This is an optimization exercise on Yosys and OpenROAD, whose aim is small area, not a production implementation.
Function was checked by simulation only, so behaviour that the tests miss may differ from the original.
No activity file was given, so power comes from the tool's default toggle rates.

$ cat flow/design.v
`timescale 1ns / 1ps
module countdisplay_VGA(
    input clk,
    input rst,
    input [1:0]btn,
    input [1:0]btn2,
    input [1:0]count_light,
    input [3:0]count_55_0,
    input [3:0]count_55_1,
    input [3:0]turn_left_en,
    output [2:0] r,
    output [2:0] g,
    output [1:0] b,
    output hs,
    output vs
    );
    reg [9:0] hcount, vcount;
    reg rr, gg;
    assign r = {3{rr}};
    assign g = {3{gg}};
    assign b = 2'b00;
    assign hs = (hcount >= 10'd96);
    assign vs = (vcount >= 10'd2);
    wire [9:0] h = hcount;
    wire [9:0] v = vcount;
    wire h_end = (hcount == 10'd799);
    wire vs_rise = h_end && (vcount == 10'd1);
    always @(posedge clk) begin
        if (!rst) hcount <= 10'd0;
        else if (h_end) hcount <= 10'd0;
        else hcount <= hcount + 10'd1;
    end
    always @(posedge clk) begin
        if (!rst) vcount <= 10'd0;
        else if (h_end) begin
            if (vcount == 10'd520) vcount <= 10'd0;
            else vcount <= vcount + 10'd1;
        end
    end
    wire [1:0] cl = count_light;
    wire red1 = ~btn[1];           
    wire red2 = ~btn2[1];
    wire go_d = (btn == 2'b11) && (cl == 2'b01);
    wire go_r = (btn2 == 2'b11) && (cl == 2'b10);
    wire go_l = (btn2 == 2'b11) && (cl == 2'b00);
    wire go_u = (btn == 2'b11) && (cl == 2'b11);
    reg [9:0] dcu, tl0u, tl0l;
    always @(posedge clk) begin
        if (!rst) begin
            dcu <= 10'd418; tl0u <= 10'd418; tl0l <= 10'd471;
        end else if (vs_rise) begin
            if (dcu == 10'd31) dcu <= 10'd418;
            else if (go_d || (red1 && (dcu < 10'd405 || tl0u < 10'd405))) begin
                if (go_d || (red1 && dcu < 10'd405)) dcu <= dcu - 10'd1;
                if (tl0u > 10'd390) tl0u <= tl0u - 10'd1;
                else if (tl0u > 10'd240) begin tl0u <= tl0u - 10'd1; tl0l <= tl0l - 10'd1; end
                else if (tl0l > 10'd80) tl0l <= tl0l - 10'd1;
                else begin tl0u <= 10'd418; tl0l <= 10'd471; end
            end
        end
    end
    reg [9:0] tr0u, tr0l, tr1u, tr1l, tr2u, tr2l, tr3u, tr3l;
    always @(posedge clk) begin
        if (!rst) begin tr0u <= 10'd448; tr0l <= 10'd670; end
        else if (vs_rise && (!turn_left_en[0] || tr0u < 10'd405)) begin
            if (tr0u > 10'd385) begin tr0u <= tr0u - 10'd2; tr0l <= tr0l + 10'd1; end
            else if (tr0l <= 10'd733) tr0l <= tr0l + 10'd1;
            else begin tr0u <= 10'd448; tr0l <= 10'd670; end
        end
    end
    always @(posedge clk) begin
        if (!rst) begin tr1u <= 10'd135; tr1l <= 10'd715; end
        else if (vs_rise && (!turn_left_en[1] || tr1l < 10'd700)) begin
            if (tr1l > 10'd643) begin tr1u <= tr1u - 10'd1; tr1l <= tr1l - 10'd2; end
            else if (tr1u >= 10'd30) tr1u <= tr1u - 10'd1;
            else begin tr1u <= 10'd135; tr1l <= 10'd715; end
        end
    end
    always @(posedge clk) begin
        if (!rst) begin tr2u <= 10'd112; tr2l <= 10'd240; end
        else if (vs_rise && (!turn_left_en[2] || tr2u > 10'd127)) begin
            if (tr2u < 10'd168) begin tr2u <= tr2u + 10'd2; tr2l <= tr2l - 10'd1; end
            else if (tr2l >= 10'd30) tr2l <= tr2l - 10'd1;
            else begin tr2u <= 10'd112; tr2l <= 10'd240; end
        end
    end
    always @(posedge clk) begin
        if (!rst) begin tr3u <= 10'd400; tr3l <= 10'd220; end
        else if (vs_rise && (!turn_left_en[3] || tr3l > 10'd237)) begin
            if (tr3l < 10'd296) begin tr3u <= tr3u + 10'd1; tr3l <= tr3l + 10'd2; end
            else if (tr3u <= 10'd530) tr3u <= tr3u + 10'd1;
            else begin tr3u <= 10'd400; tr3l <= 10'd220; end
        end
    end
    reg [9:0] rcl, tl1u, tl1l;
    always @(posedge clk) begin
        if (!rst) begin
            rcl <= 10'd715; tl1u <= 10'd240; tl1l <= 10'd715;
        end else if (vs_rise) begin
            if (rcl == 10'd141) rcl <= 10'd715;
            else if (go_r || (red2 && (rcl < 10'd700 || tl1l < 10'd700))) begin
                if (go_r || (red2 && rcl < 10'd700)) rcl <= rcl - 10'd1;
                if (tl1l > 10'd690) tl1l <= tl1l - 10'd1;
                else if (tl1u <= 10'd403 && tl1l > 10'd355) begin tl1u <= tl1u + 10'd1; tl1l <= tl1l - 10'd2; end
                else if (tl1u < 10'd600 && tl1l <= 10'd355) tl1u <= tl1u + 10'd1;
                else if (tl1u >= 10'd600) begin tl1u <= 10'd240; tl1l <= 10'd715; end
            end
        end
    end
    reg [9:0] lcl, tl3u, tl3l;
    always @(posedge clk) begin
        if (!rst) begin
            lcl <= 10'd214; tl3u <= 10'd290; tl3l <= 10'd214;
        end else if (vs_rise) begin
            if (lcl == 10'd780) lcl <= 10'd214;
            else if (go_l || (red2 && (lcl > 10'd237 || tl3l > 10'd237))) begin
                if (go_l || (red2 && lcl > 10'd237)) lcl <= lcl + 10'd1;
                if (tl3u > 10'd148) begin tl3u <= tl3u - 10'd1; tl3l <= tl3l + 10'd2; end
                else if (tl3u >= 10'd90) tl3u <= tl3u - 10'd1;
                else begin tl3u <= 10'd290; tl3l <= 10'd214; end
            end
        end
    end
    reg [9:0] ucu, tl2u, tl2l;
    always @(posedge clk) begin
        if (!rst) begin
            ucu <= 10'd112; tl2u <= 10'd112; tl2l <= 10'd445;
        end else if (vs_rise) begin
            if (ucu == 10'd507) ucu <= 10'd112;
            else if (go_u || (red1 && (ucu > 10'd120 || tl2u > 10'd120))) begin
                if (go_u || (red1 && ucu > 10'd120)) ucu <= ucu + 10'd1;
                if (tl2u < 10'd190) tl2u <= tl2u + 10'd1;
                else if (tl2l < 10'd692) begin tl2u <= tl2u + 10'd1; tl2l <= tl2l + 10'd2; end
                else if (tl2l < 10'd780) tl2l <= tl2l + 10'd1;
                else begin tl2u <= 10'd112; tl2l <= 10'd445; end
            end
        end
    end
    wire [9:0] tr0_dh = h - tr0l;
    wire [9:0] tr0_dv = v - tr0u;
    wire tr0_hit = ((tr0_dh >= 10'd0 && tr0_dh <= 10'd3))
        && ((tr0_dv >= 10'd0 && tr0_dv <= 10'd3) || (tr0_dv >= 10'd6 && tr0_dv <= 10'd9) || (tr0_dv >= 10'd12 && tr0_dv <= 10'd15));
    wire [9:0] tr2_dh = h - tr2l;
    wire [9:0] tr2_dv = v - tr2u;
    wire tr2_hit = ((tr2_dh >= 10'd0 && tr2_dh <= 10'd3))
        && ((tr2_dv >= 10'd0 && tr2_dv <= 10'd3) || (tr2_dv >= 10'd1018 && tr2_dv <= 10'd1021) || (tr2_dv >= 10'd1012 && tr2_dv <= 10'd1015) || (tr2_dv >= 10'd1006 && tr2_dv <= 10'd1009));
    wire [9:0] tr3_dh = h - tr3l;
    wire [9:0] tr3_dv = v - tr3u;
    wire tr3_hit = ((tr3_dh >= 10'd0 && tr3_dh <= 10'd3) || (tr3_dh >= 10'd1018 && tr3_dh <= 10'd1021) || (tr3_dh >= 10'd1012 && tr3_dh <= 10'd1015) || (tr3_dh >= 10'd1006 && tr3_dh <= 10'd1009))
        && ((tr3_dv >= 10'd0 && tr3_dv <= 10'd3));
    wire [9:0] tl3_dh = h - tl3l;
    wire [9:0] tl3_dv = v - tl3u;
    wire tl3_hit = ((tl3_dh >= 10'd0 && tl3_dh <= 10'd3) || (tl3_dh >= 10'd1018 && tl3_dh <= 10'd1021) || (tl3_dh >= 10'd1012 && tl3_dh <= 10'd1015))
        && ((tl3_dv >= 10'd0 && tl3_dv <= 10'd3));
    wire [9:0] tl0_dh = h - tl0l;
    wire [9:0] tl0_dv = v - tl0u;
    wire tl0_hit = ((tl0_dh >= 10'd0 && tl0_dh <= 10'd3))
        && ((tl0_dv >= 10'd0 && tl0_dv <= 10'd3) || (tl0_dv >= 10'd6 && tl0_dv <= 10'd9) || (tl0_dv >= 10'd12 && tl0_dv <= 10'd15));
    wire [9:0] tl1_dh = h - tl1l;
    wire [9:0] tl1_dv = v - tl1u;
    wire tl1_hit = ((tl1_dh >= 10'd0 && tl1_dh <= 10'd3) || (tl1_dh >= 10'd6 && tl1_dh <= 10'd9) || (tl1_dh >= 10'd12 && tl1_dh <= 10'd15))
        && ((tl1_dv >= 10'd0 && tl1_dv <= 10'd3));
    wire [9:0] tl2_dh = h - tl2l;
    wire [9:0] tl2_dv = v - tl2u;
    wire tl2_hit = ((tl2_dh >= 10'd0 && tl2_dh <= 10'd3))
        && ((tl2_dv >= 10'd0 && tl2_dv <= 10'd3) || (tl2_dv >= 10'd1018 && tl2_dv <= 10'd1021) || (tl2_dv >= 10'd1012 && tl2_dv <= 10'd1015));
    wire [9:0] dc_dh = h - 10'd488;
    wire [9:0] dc_dv = v - dcu;
    wire dc_hit = ((dc_dh >= 10'd0 && dc_dh <= 10'd3) || (dc_dh >= 10'd15 && dc_dh <= 10'd18) || (dc_dh >= 10'd30 && dc_dh <= 10'd33) || (dc_dh >= 10'd120 && dc_dh <= 10'd123) || (dc_dh >= 10'd135 && dc_dh <= 10'd138) || (dc_dh >= 10'd150 && dc_dh <= 10'd153))
        && ((dc_dv >= 10'd0 && dc_dv <= 10'd3) || (dc_dv >= 10'd6 && dc_dv <= 10'd9) || (dc_dv >= 10'd12 && dc_dv <= 10'd15) || (dc_dv >= 10'd18 && dc_dv <= 10'd21));
    wire [9:0] uc_dh = h - 10'd408;
    wire [9:0] uc_dv = v - ucu;
    wire uc_hit = ((uc_dh >= 10'd0 && uc_dh <= 10'd3) || (uc_dh >= 10'd15 && uc_dh <= 10'd18) || (uc_dh >= 10'd30 && uc_dh <= 10'd33) || (uc_dh >= 10'd924 && uc_dh <= 10'd927) || (uc_dh >= 10'd909 && uc_dh <= 10'd912) || (uc_dh >= 10'd894 && uc_dh <= 10'd897))
        && ((uc_dv >= 10'd0 && uc_dv <= 10'd3) || (uc_dv >= 10'd1012 && uc_dv <= 10'd1015) || (uc_dv >= 10'd1018 && uc_dv <= 10'd1021) || (uc_dv >= 10'd1006 && uc_dv <= 10'd1009));
    wire [9:0] rc_dh = h - rcl;
    wire [9:0] rc_dv = v - 10'd212;
    wire rc_hit = ((rc_dh >= 10'd0 && rc_dh <= 10'd3) || (rc_dh >= 10'd6 && rc_dh <= 10'd9) || (rc_dh >= 10'd12 && rc_dh <= 10'd15) || (rc_dh >= 10'd18 && rc_dh <= 10'd21))
        && ((rc_dv >= 10'd0 && rc_dv <= 10'd3) || (rc_dv >= 10'd10 && rc_dv <= 10'd13) || (rc_dv >= 10'd20 && rc_dv <= 10'd23) || (rc_dv >= 10'd984 && rc_dv <= 10'd987) || (rc_dv >= 10'd1004 && rc_dv <= 10'd1007) || (rc_dv >= 10'd994 && rc_dv <= 10'd997));
    wire [9:0] lc_dh = h - lcl;
    wire [9:0] lc_dv = v - 10'd339;
    wire lc_hit = ((lc_dh >= 10'd0 && lc_dh <= 10'd3) || (lc_dh >= 10'd1018 && lc_dh <= 10'd1021) || (lc_dh >= 10'd1012 && lc_dh <= 10'd1015) || (lc_dh >= 10'd1006 && lc_dh <= 10'd1009))
        && ((lc_dv >= 10'd0 && lc_dv <= 10'd3) || (lc_dv >= 10'd1014 && lc_dv <= 10'd1017) || (lc_dv >= 10'd1004 && lc_dv <= 10'd1007) || (lc_dv >= 10'd20 && lc_dv <= 10'd23) || (lc_dv >= 10'd30 && lc_dv <= 10'd33) || (lc_dv >= 10'd40 && lc_dv <= 10'd43));
    wire [9:0] tr1_dh = h - tr1l;
    wire [9:0] tr1_dv = v - tr1u;
    wire tr1_hit = ((tr1_dh >= 10'd0 && tr1_dh <= 10'd3) || (tr1_dh >= 10'd6 && tr1_dh <= 10'd9) || (tr1_dh >= 10'd18 && tr1_dh <= 10'd21))
        && ((tr1_dv >= 10'd0 && tr1_dv <= 10'd3));
    wire car_hit = tr0_hit | tr2_hit | tr3_hit | tl3_hit | tl0_hit | tl1_hit | tl2_hit | dc_hit | uc_hit | rc_hit | lc_hit | tr1_hit;
    wire arrow_hit = ((v==104) && (h==522 || h==642))
      || ((v==105) && ((h>=521 && h<=523) || (h>=641 && h<=643)))
      || ((v==106 || (v>=109 && v<=114)) && ((h>=520 && h<=524) || (h>=640 && h<=644)))
      || ((v==107) && ((h>=519 && h<=525) || (h>=639 && h<=645)))
      || ((v==108) && ((h>=518 && h<=526) || (h>=638 && h<=646)))
      || ((v==163 || v==171 || v==223 || v==231) && (h==220))
      || ((v==164 || v==170 || v==224 || v==230) && ((h>=220 && h<=221)))
      || ((v==165 || v==169 || v==225 || v==229) && ((h>=214 && h<=222)))
      || ((v==166 || v==168 || v==226 || v==228) && ((h>=214 && h<=223)))
      || ((v==167 || v==227) && ((h>=214 && h<=224)))
      || ((v==178 || v==251) && (h==726))
      || ((v==179 || v==250) && ((h>=725 && h<=727)))
      || ((v==180 || v==246 || v==249) && ((h>=724 && h<=728)))
      || ((v==181 || v==248) && ((h>=723 && h<=729)))
      || ((v==182 || v==247) && ((h>=722 && h<=730)))
      || ((v==183) && ((h>=725 && h<=728)))
      || ((v==184) && ((h>=724 && h<=727)))
      || ((v==185) && ((h>=722 && h<=725)))
      || ((v==186) && ((h>=722 && h<=725) || h==730))
      || ((v==187) && ((h>=721 && h<=724) || (h>=730 && h<=731)))
      || ((v==188 || v==192 || v==237 || v==241) && ((h>=715 && h<=732)))
      || ((v==189 || v==191 || v==238 || v==240) && ((h>=715 && h<=733)))
      || ((v==190 || v==239) && ((h>=715 && h<=734)))
      || ((v==193 || v==236) && ((h>=730 && h<=731)))
      || ((v==194 || v==235) && (h==730))
      || ((v==242) && ((h>=720 && h<=724) || (h>=730 && h<=731)))
      || ((v==243) && ((h>=721 && h<=725) || h==730))
      || ((v==244) && ((h>=722 && h<=726)))
      || ((v==245) && ((h>=723 && h<=727)))
      || ((v==308 || v==381) && (h==209))
      || ((v==309 || v==380) && ((h>=208 && h<=209)))
      || ((v==310) && ((h>=207 && h<=224)))
      || ((v==311) && ((h>=206 && h<=224) || h==719))
      || ((v==312) && ((h>=205 && h<=224) || (h>=718 && h<=719)))
      || ((v==313) && ((h>=206 && h<=224) || (h>=717 && h<=725)))
      || ((v==314) && ((h>=207 && h<=224) || (h>=716 && h<=725)))
      || ((v==315) && ((h>=208 && h<=209) || (h>=215 && h<=219) || (h>=715 && h<=725)))
      || ((v==316) && (h==209 || (h>=214 && h<=218) || (h>=716 && h<=725)))
      || ((v==317) && ((h>=213 && h<=217) || (h>=717 && h<=725)))
      || ((v==318) && ((h>=212 && h<=216) || (h>=718 && h<=719)))
      || ((v==319) && ((h>=211 && h<=215) || h==719))
      || ((v==320 || v==369) && ((h>=209 && h<=217)))
      || ((v==321 || v==368) && ((h>=210 && h<=216)))
      || ((v==322 || v==367 || v==370) && ((h>=211 && h<=215)))
      || ((v==323 || v==366) && ((h>=212 && h<=214)))
      || ((v==324 || v==365) && (h==213))
      || ((v==371) && ((h>=212 && h<=216) || h==719))
      || ((v==372) && ((h>=213 && h<=217) || (h>=718 && h<=719)))
      || ((v==373) && (h==209 || (h>=214 && h<=218) || (h>=717 && h<=725)))
      || ((v==374) && ((h>=208 && h<=209) || (h>=215 && h<=219) || (h>=716 && h<=725)))
      || ((v==375) && ((h>=207 && h<=224) || (h>=715 && h<=725)))
      || ((v==376) && ((h>=206 && h<=224) || (h>=716 && h<=725)))
      || ((v==377) && ((h>=205 && h<=224) || (h>=717 && h<=725)))
      || ((v==378) && ((h>=206 && h<=224) || (h>=718 && h<=719)))
      || ((v==379) && ((h>=207 && h<=224) || h==719))
      || ((v==416) && ((h>=279 && h<=283) || (h>=399 && h<=403) || h==531 || h==640))
      || ((v==417) && ((h>=279 && h<=283) || (h>=399 && h<=403) || (h>=530 && h<=532) || (h>=639 && h<=641) || h==649))
      || ((v==418) && ((h>=279 && h<=283) || (h>=399 && h<=403) || h==522 || (h>=529 && h<=533) || (h>=638 && h<=642) || (h>=649 && h<=650)))
      || ((v==419) && ((h>=279 && h<=283) || (h>=399 && h<=403) || (h>=521 && h<=522) || (h>=528 && h<=534) || (h>=637 && h<=643) || (h>=649 && h<=651)))
      || ((v==420) && ((h>=279 && h<=283) || (h>=399 && h<=403) || (h>=521 && h<=523) || (h>=527 && h<=535) || (h>=636 && h<=644) || (h>=649 && h<=652)))
      || ((v==421) && ((h>=279 && h<=283) || (h>=399 && h<=403) || (h>=519 && h<=523) || (h>=529 && h<=533) || (h>=638 && h<=642) || (h>=648 && h<=653)))
      || ((v==422) && ((h>=277 && h<=285) || (h>=397 && h<=405) || (h>=518 && h<=524) || (h>=529 && h<=533) || (h>=638 && h<=642) || (h>=647 && h<=654)))
      || ((v==423) && ((h>=278 && h<=284) || (h>=398 && h<=404) || (h>=517 && h<=525) || (h>=529 && h<=533) || (h>=638 && h<=642) || (h>=646 && h<=655)))
      || ((v==424) && ((h>=279 && h<=283) || (h>=399 && h<=403) || (h>=516 && h<=526) || (h>=529 && h<=533) || (h>=638 && h<=642) || (h>=645 && h<=654)))
      || ((v==425) && ((h>=280 && h<=282) || (h>=400 && h<=402) || (h>=517 && h<=527) || (h>=529 && h<=533) || (h>=638 && h<=642) || (h>=644 && h<=653)))
      || ((v==426) && (h==281 || h==401 || (h>=518 && h<=522) || (h>=524 && h<=533) || (h>=638 && h<=647) || (h>=649 && h<=652)))
      || ((v==427) && ((h>=519 && h<=522) || (h>=525 && h<=533) || (h>=638 && h<=646) || (h>=649 && h<=651)))
      || ((v==428) && ((h>=520 && h<=522) || (h>=526 && h<=533) || (h>=638 && h<=645) || (h>=649 && h<=650)))
      || ((v==429) && ((h>=521 && h<=522) || (h>=527 && h<=533) || (h>=638 && h<=644) || h==649))
      || ((v==430) && (h==522 || (h>=528 && h<=533) || (h>=638 && h<=643)))
      || (((v>=431 && v<=435)) && ((h>=529 && h<=533) || (h>=638 && h<=642)));
    function glyph;
        input [3:0] d;
        input [4:0] x;
        input [4:0] y;
        reg T, M, B, U, L, Lc, Rc, Cc;
        begin
            T = (y <= 2); M = (y >= 9 && y <= 10); B = (y >= 17 && y <= 19);
            U = (y >= 3 && y <= 8); L = (y >= 11 && y <= 16);
            Lc = (x <= 4); Rc = (x >= 15 && x <= 19); Cc = (x >= 10 && x <= 14);
            case (d)
            4'd0: glyph = T | B | ((y >= 3 && y <= 16) & (Lc | Rc));
            4'd1: glyph = ((y == 0) & Cc) | ((y == 1) & (x >= 6 && x <= 14)) | ((y == 2) & (x >= 3 && x <= 14))
                        | ((y >= 3 && y <= 17) & Cc) | ((y >= 18 && y <= 19) & (x >= 5 && x <= 19));
            4'd2: glyph = T | M | B | (U & Rc) | (L & Lc);
            4'd3: glyph = T | M | B | ((U | L) & Rc);
            4'd4: glyph = ((y <= 8) & (Lc | Cc)) | M | ((y >= 11 && y <= 19) & Cc);
            4'd5: glyph = T | M | B | (U & Lc) | (L & Rc);
            4'd6: glyph = T | M | B | (U & Lc) | (L & (Lc | Rc));
            4'd7: glyph = T | ((y >= 3 && y <= 19) & Rc);
            4'd8: glyph = T | M | B | ((U | L) & (Lc | Rc));
            4'd9: glyph = T | M | (U & (Lc | Rc)) | ((y >= 11 && y <= 19) & Rc);
            default: glyph = 1'b0;
            endcase
        end
    endfunction
    reg win_l, win_r;
    reg [9:0] xl, yl, xr, yr;
    always @* begin
        case (cl)
        2'b01: begin
            win_l = h >= 500 && h < 520 && v >= 360 && v < 380; xl = h - 10'd500; yl = v - 10'd360;
            win_r = h >= 470 && h < 490 && v >= 360 && v < 380; xr = h - 10'd470; yr = v - 10'd360;
        end
        2'b10: begin
            win_l = h >= 620 && h < 640 && v >= 195 && v < 215; xl = 10'd214 - v; yl = h - 10'd620;
            win_r = h >= 620 && h < 640 && v >= 225 && v < 245; xr = 10'd244 - v; yr = h - 10'd620;
        end
        2'b11: begin
            win_l = h >= 380 && h < 400 && v >= 170 && v < 190; xl = h - 10'd380; yl = v - 10'd170;
            win_r = h >= 350 && h < 370 && v >= 170 && v < 190; xr = h - 10'd350; yr = v - 10'd170;
        end
        default: begin
            win_l = h >= 273 && h < 293 && v >= 350 && v < 370; xl = 10'd369 - v; yl = h - 10'd273;
            win_r = h >= 273 && h < 293 && v >= 380 && v < 400; xr = 10'd399 - v; yr = h - 10'd273;
        end
        endcase
    end
    wire digit_hit = (win_l & glyph(count_55_0, xl[4:0], yl[4:0])) | (win_r & glyph(count_55_1, xr[4:0], yr[4:0]));
    wire hm = (h % 10) < 3;
    wire vm = (v % 10) < 3;
    reg s_hit, s_r, s_g;
    always @* begin
        s_hit = 1'b1; s_r = 1'b0; s_g = 1'b0;
        if (v >= 390 && v <= 410 && ((h >= 500 && h <= 520) || (h >= 470 && h <= 490)) && cl == 2'b01 && btn == 2'b00) begin s_r = 1; s_g = 0; end
        else if (v >= 390 && v <= 410 && ((h >= 500 && h <= 520) || (h >= 470 && h <= 490)) && cl == 2'b01 && btn == 2'b01) begin s_r = 1; s_g = 1; end
        else if (v >= 390 && v <= 410 && ((h >= 500 && h <= 520) || (h >= 470 && h <= 490)) && cl == 2'b01 && btn == 2'b11) begin s_r = 0; s_g = 1; end
        else if (v >= 390 && v <= 410 && ((h >= 500 && h <= 520) || (h >= 470 && h <= 490)) && cl != 2'b01) begin s_r = 1; s_g = 0; end
        else if (v >= 390 && v <= 410 && h >= 530 && h <= 550) begin s_r = 0; s_g = 1; end
        else if (h >= 663 && h <= 683 && ((v >= 225 && v <= 245) || (v >= 255 && v <= 275)) && cl == 2'b10 && btn2 == 2'b00) begin s_r = 1; s_g = 0; end
        else if (h >= 663 && h <= 683 && ((v >= 225 && v <= 245) || (v >= 255 && v <= 275)) && cl == 2'b10 && btn2 == 2'b01) begin s_r = 1; s_g = 1; end
        else if (h >= 663 && h <= 683 && ((v >= 225 && v <= 245) || (v >= 255 && v <= 275)) && cl == 2'b10 && btn2 == 2'b11) begin s_r = 0; s_g = 1; end
        else if (h >= 663 && h <= 683 && ((v >= 225 && v <= 245) || (v >= 255 && v <= 275)) && cl != 2'b10) begin s_r = 1; s_g = 0; end
        else if (v >= 195 && v <= 215 && h >= 663 && h <= 683) begin s_r = 0; s_g = 1; end
        else if (v >= 140 && v <= 160 && ((h >= 380 && h <= 400) || (h >= 410 && h <= 430)) && cl == 2'b11) begin
            if (btn == 2'b01 || btn2 == 2'b01) begin s_r = 1; s_g = 1; end else begin s_r = 0; s_g = 1; end
        end
        else if (v >= 140 && v <= 160 && ((h >= 380 && h <= 400) || (h >= 410 && h <= 430)) && cl != 2'b11) begin s_r = 1; s_g = 0; end
        else if (v >= 140 && v <= 160 && h >= 350 && h <= 370) begin s_r = 0; s_g = 1; end
        else if (h >= 243 && h <= 263 && ((v >= 350 && v <= 370) || (v >= 320 && v <= 340)) && cl == 2'b00 && btn2 == 2'b00) begin s_r = 1; s_g = 0; end
        else if (h >= 243 && h <= 263 && ((v >= 350 && v <= 370) || (v >= 320 && v <= 340)) && cl == 2'b00 && btn2 == 2'b01) begin s_r = 1; s_g = 1; end
        else if (h >= 243 && h <= 263 && ((v >= 350 && v <= 370) || (v >= 320 && v <= 340)) && cl == 2'b00 && btn2 == 2'b11) begin s_r = 0; s_g = 1; end
        else if (h >= 243 && h <= 263 && ((v >= 350 && v <= 370) || (v >= 320 && v <= 340)) && cl != 2'b00) begin s_r = 1; s_g = 0; end
        else if (v >= 380 && v <= 400 && h >= 243 && h <= 263) begin s_r = 0; s_g = 1; end
        else if (v >= 405 && v <= 415 && h >= 15 && h <= 783 && hm && btn == 2'b00) begin s_r = 0; s_g = 1; end
        else if (v >= 405 && v <= 415 && h >= 15 && h <= 783 && hm && btn == 2'b01) begin s_r = 1; s_g = 1; end
        else if (v >= 405 && v <= 415 && h >= 15 && h <= 783 && hm && btn == 2'b11) begin s_r = 1; s_g = 0; end
        else if (v >= 120 && v <= 130 && h >= 15 && h <= 783 && hm && btn == 2'b00) begin s_r = 0; s_g = 1; end
        else if (v >= 120 && v <= 130 && h >= 15 && h <= 783 && hm && btn == 2'b01) begin s_r = 1; s_g = 1; end
        else if (v >= 120 && v <= 130 && h >= 15 && h <= 783 && hm && btn == 2'b11) begin s_r = 1; s_g = 0; end
        else if (h >= 230 && h <= 240 && v >= 15 && vm && v <= 740 && btn2 == 2'b00) begin s_r = 0; s_g = 1; end
        else if (h >= 230 && h <= 240 && v >= 15 && vm && v <= 740 && btn2 == 2'b01) begin s_r = 1; s_g = 1; end
        else if (h >= 230 && h <= 240 && v >= 15 && vm && v <= 740 && btn2 == 2'b11) begin s_r = 1; s_g = 0; end
        else if (h >= 700 && h <= 710 && v >= 15 && vm && v <= 740 && btn2 == 2'b00) begin s_r = 0; s_g = 1; end
        else if (h >= 700 && h <= 710 && v >= 15 && vm && v <= 740 && btn2 == 2'b01) begin s_r = 1; s_g = 1; end
        else if (h >= 700 && h <= 710 && v >= 15 && vm && v <= 740 && btn2 == 2'b11) begin s_r = 1; s_g = 0; end
        else if (h >= 15 && h <= 230 && v >= 282 && v <= 285) begin s_r = 1; s_g = 1; end
        else if (h >= 710 && h <= 775 && v >= 282 && v <= 285) begin s_r = 1; s_g = 1; end
        else if (h >= 465 && h <= 468 && v >= 415 && v <= 480) begin s_r = 1; s_g = 1; end
        else if (h >= 465 && h <= 468 && v >= 15 && v <= 120) begin s_r = 1; s_g = 1; end
        else if (h >= 15 && h <= 783 && v >= 206 && v <= 209 && hm && (h < 230 || h > 700)) begin s_r = 1; s_g = 0; end
        else if (h >= 15 && h <= 783 && v >= 345 && v <= 348 && hm && (h < 230 || h > 700)) begin s_r = 1; s_g = 0; end
        else if (h >= 584 && h <= 587 && v >= 15 && v <= 783 && vm && (v < 120 || v > 415)) begin s_r = 1; s_g = 0; end
        else if (h >= 352 && h <= 355 && v >= 15 && v <= 783 && vm && (v < 120 || v > 415)) begin s_r = 1; s_g = 0; end
        else s_hit = 1'b0;
    end
    wire r_next = s_hit ? s_r : car_hit;
    wire g_next = s_hit ? s_g : (!car_hit && (digit_hit || arrow_hit));
    always @(posedge clk) begin
        if (!rst) begin rr <= 1'b0; gg <= 1'b0; end
        else begin rr <= r_next; gg <= g_next; end
    end
endmodule
$ cat flow/run.sh
#!/bin/bash
# synth_recipe.tcl (not shown) runs the flow's synth.tcl, then flattens the netlist and writes it again
# the make line also repeats each setting of config.mk as NAME=value (left out here)
make -C /OpenROAD-flow-scripts/flow DESIGN_CONFIG=/design/flow/config.mk WORK_HOME=/design/flow/orfs CLKGATE_MAP_FILE= SYNTH_SCRIPT=/design/flow/synth_recipe.tcl finish
$ cat flow/config.mk
export PLATFORM = sky130hd
export DESIGN_NAME = countdisplay_VGA
export DESIGN_NICKNAME = countdisplay_VGA
export VERILOG_FILES = /design/flow/design.v
export SDC_FILE = /design/flow/constraint.sdc
export NUM_CORES = 4
export LEC_CHECK = 0
export CAP_MARGIN = 20
export CORE_MARGIN = 2
export CORE_UTILIZATION = 40
export SLEW_MARGIN = 20
export SYNTH_MEMORY_MAX_BITS = 65536
$ cat flow/constraint.sdc
create_clock -name core_clock -period 20.0 [get_ports {clk}]
set_input_delay 4.0000 -clock core_clock [delete_from_list [all_inputs] [get_ports {clk}]]
set_output_delay 4.0000 -clock core_clock [all_outputs]
set_load 0.01 [all_outputs]
==> run summary <==
==> through the flow <==
stage          instances  instance area, um2
4_1_cts             5354               32700
3_3_place_gp        5300               31700
6_report            5354               32700
5_1_grt             5354               32700
2_1_floorplan       4427               30500
3_5_place_dp        5300               31700
==> report_power, final <==
group | total, mW | switching, mW | leakage, nW | internal [mW]
Clock | 0.528 | 0.218 | 0.479 | 0.310
Sequential | 0.438 | 0.00310 | 1.77 | 0.435
Combinational | 0.159 | 0.109 | 10.8 | 0.0493
==> metal layers <==
layer | GRT usage | part of all wire | vias to the layer above
met4 | 0.134 | 0.050 | 6
li1 | - | - | 16000
met2 | 0.450 | 0.42 | 1686
met3 | 0.0540 | 0.091 | 423
met5 | 0 | 0.00036 | -
met1 | 0.392 | 0.44 | 15700
==> area by class of cell <==
type | instances | area, um2
Clock inverter | 16 | 140
Tap cell | 978 | 1220
Fill cell | 7893 | 43000
Clock buffer | 38 | 810
Sequential cell | 218 | 4390
Inverter | 295 | 1110
Multi-Input combinational cell | 3725 | 24300
Timing Repair Buffer | 84 | 693
==> worst max-delay path: cells and delay by family (launching register included) <==
kind,cells,cell delay (ns)
AOI/OAI and AO/OA,15,4.38
and+or+nand+nor,10,3.01
buffers and inverters,5,1.58
muxes,1,0.19
DFF,1,0.31
adders and majority gates,3,1.24
xor gates and xnor gates,2,0.33
==> path summary, 6_finish.rpt <==
check	start	to	slack (ns)	depth (start not counted)
worst max-delay path	hcount[4]	gg	8.81	36
worst min-delay path	tr1l[0]	tr1l[0]	0.48	1
worst max register to register	hcount[4]	gg	8.81	36
worst min register to register	tr1l[0]	tr1l[0]	0.48	1
==> cell usage in the layout, fill, tap and decap left out, types with 26 or more instances in the layout <==
| cell | count |
|---|---|
| a211oi_1 | 44 |
| a21o_1 | 109 |
| a21oi_1 | 377 |
| a31oi_1 | 70 |
| and3_1 | 35 |
| buf_4 | 57 |
| clkbuf_16 | 29 |
| clkdlybuf4s50_1 | 26 |
| dfxtp_1 | 200 |
| ha_1 | 261 |
| inv_1 | 286 |
| nand2_1 | 477 |
| nand2b_1 | 63 |
| nand3_1 | 158 |
| nand4_1 | 80 |
| nor2_1 | 411 |
| nor2b_1 | 41 |
| nor3_1 | 149 |
| nor4_1 | 76 |
| o211ai_1 | 41 |
| o21a_1 | 38 |
| o21ai_0 | 279 |
| o21bai_1 | 38 |
| o22ai_1 | 47 |
| o31ai_1 | 31 |
| or3_1 | 38 |
| xnor2_1 | 282 |
| xor2_1 | 74 |
==> kinds of logic (layout without fill, tap and decap cells) <==
logic type	count (synthesis)	after routing	share of synthesized area
and+or+nand+nor	1678	1678	0.267
buffers and inverters	484	433	0.0620
other	2	6	0.000246
xor gates and xnor gates	358	358	0.103
DFF	218	218	0.143
muxes	30	30	0.0107
adders and majority gates	287	287	0.122
AOI/OAI and AO/OA	1366	1366	0.292
==> metrics.md <==
| Metric | Value |
|---|---|
| Post-Syn Instances | 4423 |
| Slowest-stage cell, CP | a311oi_2 |
| Synth Flop Type | dfxtp_1 |
| Maximum vdd drop | 61.1 uV |
| Synth async-reset ratio | 0 |
| Maximum clock rate | 89.4 MHz |
| Final TNS setup | 0 ns |
| Pre-CTS setup slack | 9.18 ns |
| Clock transition at path regs | 0.06 ns |
| Final ANT Viol Nets | 0 |
| Max Fanout on Critical Path | 27 |
| Antenna violations before repair | 3 |
| Power per cell area | 34.5 nW/um2 |
| Gpl congestion | 1.09 |
| Detail Placement HPWL | 85.6 mm |
| Final setup violation count | 0 |
| Synth warn | 1 |
| First-pass GRT wire length | 182 mm |
| Most common cell in the netlist | nand2_1 |
| CP endpoint kind | flop |
| Area delta synth->final | 6.99% |
| Vias in the first global route | 31.0k |
| Crit Path Category | reg2reg |
| Layout cell share with drive strength beyond 1 | 0.0487 |
| # IOs | 30 |
| RSZ-0062 raised after global routing | no |
| Port bufs | 27 |
| Cts hold-fix bufs | 0 |
| Final min period | 11.19 ns |
| Max cap viols | 0 |
| Global route overflow | 0 |
| Clock root cell | clkbuf_16 |
| Pwr Total | 1.12 mW |
| Die span in x | 280 um |
| CTS tree | yes |
| Status | timing/DRC/antenna clean |
| Initial DRC Count | 3926 |
| Postcts setup bufs | 0 |
| Worst-margin pin slew | 1.27 ns |
| Via count | 33.8k |
| Final setup margin | 8.81 ns |
| Initial Util | 0.403 |
| Top post-synthesis cells by count | nand2_1 (477), nor2_1 (411), a21oi_1 (377) |
| Mean Syn Cell Area | 6.90 um2 |
| Share of the synthesized area in the top cell type | 0.143 |
| Leak | 13.1 nW |
| Synth top area cells | dfxtp_1 (14%), ha_1 (11%), xnor2_1 (8.1%) |
| Util after Layout | 0.431 |
| Core Region | 75700 um2 |
| Avg Vias per Cell | 6.32 |
| Req. time, crit path | 20.46 ns |
| Post-synth EDFFs | 0 |
| Largest net degree at the start of global routing | 61 |
| Synth cell types | 117 |
| TritonCTS Buffers | 29 |
| Synthesized cell area | 30500 um2 |
| Antenna cells | 0 |
| # H-tree levels | 1 |
| CTS Buffer Depth | 3 |
| Fin crit share | 0.559 |
| FF+latch count, synth | 218 |
| Die area | 78500 um2 |
| CTS Sinks | 218 |
| # nets final | 4655 |
| Highest cell delay on the worst timing path | 0.93 ns |
| Num rows | 101 |
| Sequential area share after synthesis | 0.143 |
| Hold_ws | 0.480 ns |
| Worst hold path type | reg2reg |
| Cell taking the most area after synthesis | dfxtp_1 |
| Die H | 280 um |
| Worst Path Arrival | 11.64 ns |
| Pre-antenna DRT Iters | 9 |
| GRT Total Usage | 0.291 |
| CP Launch Type | flop |
| WL per Instance | 22.2 um |
| Final wirelength | 119 mm |
| Fin. max-slew vios | 0 |
| Fin. Hold Viols | 0 |
| Worst Skew | 0.0154 ns |
| Post-route DRC | 0 |
| Post-CTS sizing | 0 |
| Clk latency of the worst-skew pair | 0.58 ns |
| Most frequent CP cell | ha_1 |
| Worst rel slew slack | 0.145 |

afterwards: timing with drivers on the ports:
Ports are ideal in the flow. The routed layout listed here was re-timed in OpenROAD.
Step 1 assumes that a clkbuf_16 drives the clock port and a buf_2 every other input.
Step 2 times the ports against the registers' clock, not the clock port: input delays grow and output delays shrink by t, the midpoint of the rising clock arrivals with the driver on.
Three values: no drivers, after step 1, after step 2; two values: the first two.
t (ns): 0.637
setup slack, ns: 8.814 / 8.814 / 8.814
hold WS [ns]: 0.480 / 0.480 / 0.480
worst data-port slew with drivers (ns): 0.14
cell pins on the clock port's net: 1
After both steps this run still meets setup and hold. The setup slack of this run moves by 0.000 ns with the drivers and by 0.000 ns with both steps.
